What follows belongs to an exercise in optimizing a design on an open flow for small area; a production flow would make more cautious choices.
Only simulation tests tie the RTL to the original design; equivalence was not proved.

Setup of v6:
// top
module top
  (
    input clk,
    input rstn,
    input en,
    input [15 : 0] xin,
    output y
  );
  integer i;
  function [23 : 0] add24;
    input [23 : 0] a;
    input [23 : 0] b;
    input ci;
    integer k;
    reg c;
    begin
      c = ci;
      for (k = 0; k < 24; k = k + 1)
      begin
        add24[k] = a[k] ^ b[k] ^ c;
        c = (a[k] & b[k]) | (c & (a[k] ^ b[k]));
      end
    end
  endfunction
  function geu16;
    input [15 : 0] a;
    input [15 : 0] b;
    integer k;
    reg c;
    begin
      c = 1'b1;
      for (k = 0; k < 16; k = k + 1)
        c = (a[k] & ~b[k]) | (c & (a[k] | ~b[k]));
      geu16 = c;
    end
  endfunction
  function ges16;
    input [15 : 0] a;
    input [15 : 0] b;
    begin
      ges16 = geu16({~a[15], a[14 : 0]}, {~b[15], b[14 : 0]});
    end
  endfunction
  function gec16;
    input [15 : 0] a;
    input [15 : 0] b;
    input ci;
    integer k;
    reg c;
    reg [15 : 0] x;
    reg [15 : 0] z;
    begin
      x = {~a[15], a[14 : 0]};
      z = {~b[15], b[14 : 0]};
      c = ci;
      for (k = 0; k < 16; k = k + 1)
        c = (x[k] & ~z[k]) | (c & (x[k] | ~z[k]));
      gec16 = c;
    end
  endfunction
  function [23 : 0] sx16;
    input [15 : 0] a;
    begin
      sx16 = {{8{a[15]}}, a};
    end
  endfunction
  reg [5 : 0] vcnt;
  wire vld1 = |vcnt;
  wire vld6 = vcnt[5] | vcnt[4] | vcnt[3] | (vcnt[2] & vcnt[1]);
  wire vld12 = vcnt[5] | vcnt[4] | (vcnt[3] & vcnt[2]);
  wire vld16 = vcnt[5] | vcnt[4];
  wire vld29 = vcnt[5] | (vcnt[4] & vcnt[3] & vcnt[2] & (vcnt[1] | vcnt[0]));
  wire vld32 = vcnt[5];
  reg [15 : 0] lx [0 : 11];
  reg [15 : 0] ly0_r, ly1_r;
  wire [15 : 0] ly0 = vld1 ? ly0_r : 16'd0;
  wire [15 : 0] ly1 = vld1 ? ly1_r : 16'd0;
  wire [15 : 0] lx0 = vld1 ? lx[0] : 16'd0;
  wire [15 : 0] lx5 = vld6 ? lx[5] : 16'd0;
  wire [15 : 0] lx11 = vld12 ? lx[11] : 16'd0;
  wire [23 : 0] yl_a = add24({7'd0, ~ly0[15], ly0[14 : 0], 1'b0}, {8'd0, ~lx0[15], lx0[14 : 0]}, 1'b0);
  wire [23 : 0] yl_b = add24(yl_a, {8'd0, ~lx11[15], lx11[14 : 0]}, 1'b0);
  wire [23 : 0] yl_c = add24({7'd0, ~ly1[15], ly1}, {7'd0, ~lx5[15], lx5[14 : 0], 1'b0}, 1'b0);
  wire [23 : 0] yl = add24(yl_b, ~yl_c, 1'b1);
  reg [15 : 0] hx [1 : 31];
  reg [1 : 0] hx0_lo_r;
  ...
clock: 80.0 ns
lec_check: 0
abc_area: 1
cap_margin: 20
core_margin: 2
core_utilization: 65
cts_cluster_diameter: 90
cts_cluster_size: 24
slew_margin: 20
standard.sh (not shown) runs the stock make flow with config.mk's settings and CLKGATE_MAP_FILE= SYNTH_SCRIPT=/design/flow/synth_recipe.tcl, a recipe that flattens the netlist after the stock synthesis.
==> flow/flow/run.sh <==
#!/bin/bash
# Standard layout, except that synthesis maps the logic with an area-oriented
# ABC script (flow/abc_area.script).  Yosys, its register handling and every
# later step are the standard ones: synthesis runs with a copy of the ORFS
# scripts folder that differs only in abc_area.script, and the remaining
# steps run with the stock scripts.
set -euo pipefail
here=$(pwd)
rm -rf "$here/synth_scripts"
cp -r "$FLOW_HOME/scripts" "$here/synth_scripts"
cp "$here/flow/abc_area.script" "$here/synth_scripts/abc_area.script"
SCRIPTS_DIR="$here/synth_scripts" bash standard.sh synth > "$here/synth.log" 2>&1
bash standard.sh > "$here/layout.log" 2>&1
==> flow/flow/abc_area.script <==
strash
dc2
dch -f
amap -m -F 2 -A 8
topo
stime -c
> inputs changed (v6 -> v7)
--- a/flow/design.v
+++ b/flow/design.v
@@ -221,104 +221,120 @@
   wire a1_ge_a0 = ~gi[0];
   wire a1_gt_pk = ~ges16(peak_i, a1);
   wire p1_gt_p2 = gs[2];
   wire p1_ge_p0 = ~gs[1];
   wire p1_gt_pk = ~ges16(peak_f, p1);
   always @(posedge clk or negedge rstn)
   begin
     if (!rstn)
     begin
       st_i <= 0;
-      peak_f <= 0;
       st_f <= 0;
     end
     else if (en)
     begin
       if (a1_gt_a2 && a1_ge_a0)
       begin
         if (c200i == 0 || a1_gt_pk)
           st_i <= 1;
       end
       else
         st_i <= 0;
       if (p1_gt_p2 && p1_ge_p0)
       begin
         if (c200f == 0 || p1_gt_pk)
-        begin
-          peak_f <= p1;
           st_f <= 1;
-        end
       end
       else
         st_f <= 0;
     end
   end
   always @(posedge clk)
   begin
     if (en && a1_gt_a2 && a1_ge_a0 && (c200i == 0 || a1_gt_pk))
       peak_i <= a1;
   end
-  wire [23 : 0] c200i_inc = add24({18'd0, c200i}, 24'd0, 1'b1);
-  wire [23 : 0] c200f_inc = add24({18'd0, c200f}, 24'd0, 1'b1);
+  wire [5 : 0] c200i_inc = {c200i[4 : 0], c200i[5] ^ c200i[4]};
+  wire [5 : 0] c200f_inc = {c200f[4 : 0], c200f[5] ^ c200f[4]};
   wire [23 : 0] rrc_inc = add24({8'd0, rrc}, 24'd0, 1'b1);
   always @(posedge clk or negedge rstn)
   begin
     if (!rstn)
     begin
       c200i <= 0;
       fl200i <= 0;
       c200f <= 0;
       fl200f <= 0;
-      rrc <= 0;
     end
     else
     begin
       if (en && st_i)
       begin
         c200i <= 1;
         fl200i <= 0;
       end
       else if (en)
       begin
         if (c200i == 0)
           fl200i <= 0;
-        else if (c200i == 40)
+        else if (c200i == 6'h37)
         begin
           c200i <= 0;
           fl200i <= 1;
         end
         else
           c200i <= c200i_inc[5 : 0];
       end
       if (en && st_f)
       begin
         c200f <= 1;
         fl200f <= 0;
       end
       else if (en)
       begin
         if (c200f == 0)
           fl200f <= 0;
-        else if (c200f == 40)
+        else if (c200f == 6'h37)
         begin
           c200f <= 0;
           fl200f <= 1;
         end
         else
           c200f <= c200f_inc[5 : 0];
       end
-      if (spu)
-        rrc <= 1;
-      else if (load || (en && state == 2'd0 && fl200i))
-        rrc <= 0;
-      else if (en)
-        rrc <= rrc_inc[15 : 0];
+    end
+  end
+  always @(posedge clk)
+  begin
+    if (spu)
+      rrc <= 1;
+    else if (load || (en && state == 2'd0 && fl200i))
+      rrc <= 0;
+    else if (en)
+      rrc <= rrc_inc[15 : 0];
+  end
+  always @(posedge clk)
+  begin
+    if (en)
+    begin
+      if (!vld1)
+      begin
+        peak_f <= 0;
+        peak_f_best <= 0;
+      end
+      else
+      begin
+        if (p1_gt_p2 && p1_ge_p0 && (c200f == 0 || p1_gt_pk))
+          peak_f <= p1;
+        if (fl200f)
+          peak_f_best <= peak_f;
+      end
     end
   end
   function [17 : 0] div25;
     input [15 : 0] a;
     reg [23 : 0] n;
     reg [4 : 0] r;
     reg [5 : 0] x;
     reg [12 : 0] q;
     integer k;
     begin
@@ -369,26 +385,23 @@
   always @(posedge clk or negedge rstn)
   begin
     if (!rstn)
     begin
       init_thrs <= 0;
       load <= 0;
       npu <= 0;
       spu <= 0;
       state <= 0;
       rr_counter <= 0;
-      peak_f_best <= 0;
     end
     else if (en)
     begin
-      if (fl200f == 1)
-        peak_f_best <= peak_f;
       case (state)
         2'd0:
         begin
           if (s200ms_flag == 1)
           begin
             state <= 2'd1;
             rr_counter <= 0;
           end
         end
         2'd1:
==> notes.md <==
- Final setup slack of the worst path: v7 vs v6 up 0.76 ns
- Changes observed in v7 relative to v6: total of fill cells in the finished design -35; post-synthesis cell area neither gained nor lost much; flip-flop and latch share of the layout cell area went up 0.23 points.
- v7 vs v6: via count down slightly
- When v7 is measured against v6, its ratio of final minimum period to clock period turns out 0.96 points lower.
- v6 → v7: height of the die barely changed; cell area roughly the same; final hold slack down 0.0045 ns.

static timing again, ports no longer ideal:
In the flow no input, the clock included, has a driving cell. The finished layouts below were timed again as built, in two steps.
Step 1 (the two cells are an assumption about what drives the block):
set clk [get_ports {clk}]
set_driving_cell -lib_cell sky130_fd_sc_hd__clkbuf_16 $clk
set_driving_cell -lib_cell sky130_fd_sc_hd__buf_2 [delete_from_list [all_inputs] $clk]
Step 2, shift: input delay + t, output delay - t, t = (earliest + latest rising clock arrival at the registers) / 2. This alone moves slack from input paths to output paths.
a / b / c = ideal / step 1 / step 2; a / b = the first two.
run | shift t [ns] | setup slack, ns | hold slack, ns | worst setup path at the end | slew at the worst register clock pin (ns)
v6 | 0.784 | 41.922 / 41.922 / 41.922 | 0.411 / 0.411 / 0.411 | register to register | 0.11 / 0.11
v7 | 0.794 | 42.687 / 42.687 / 42.687 | 0.406 / 0.406 / 0.406 | register to register | 0.11 / 0.11
After both steps every run listed still meets setup and hold.
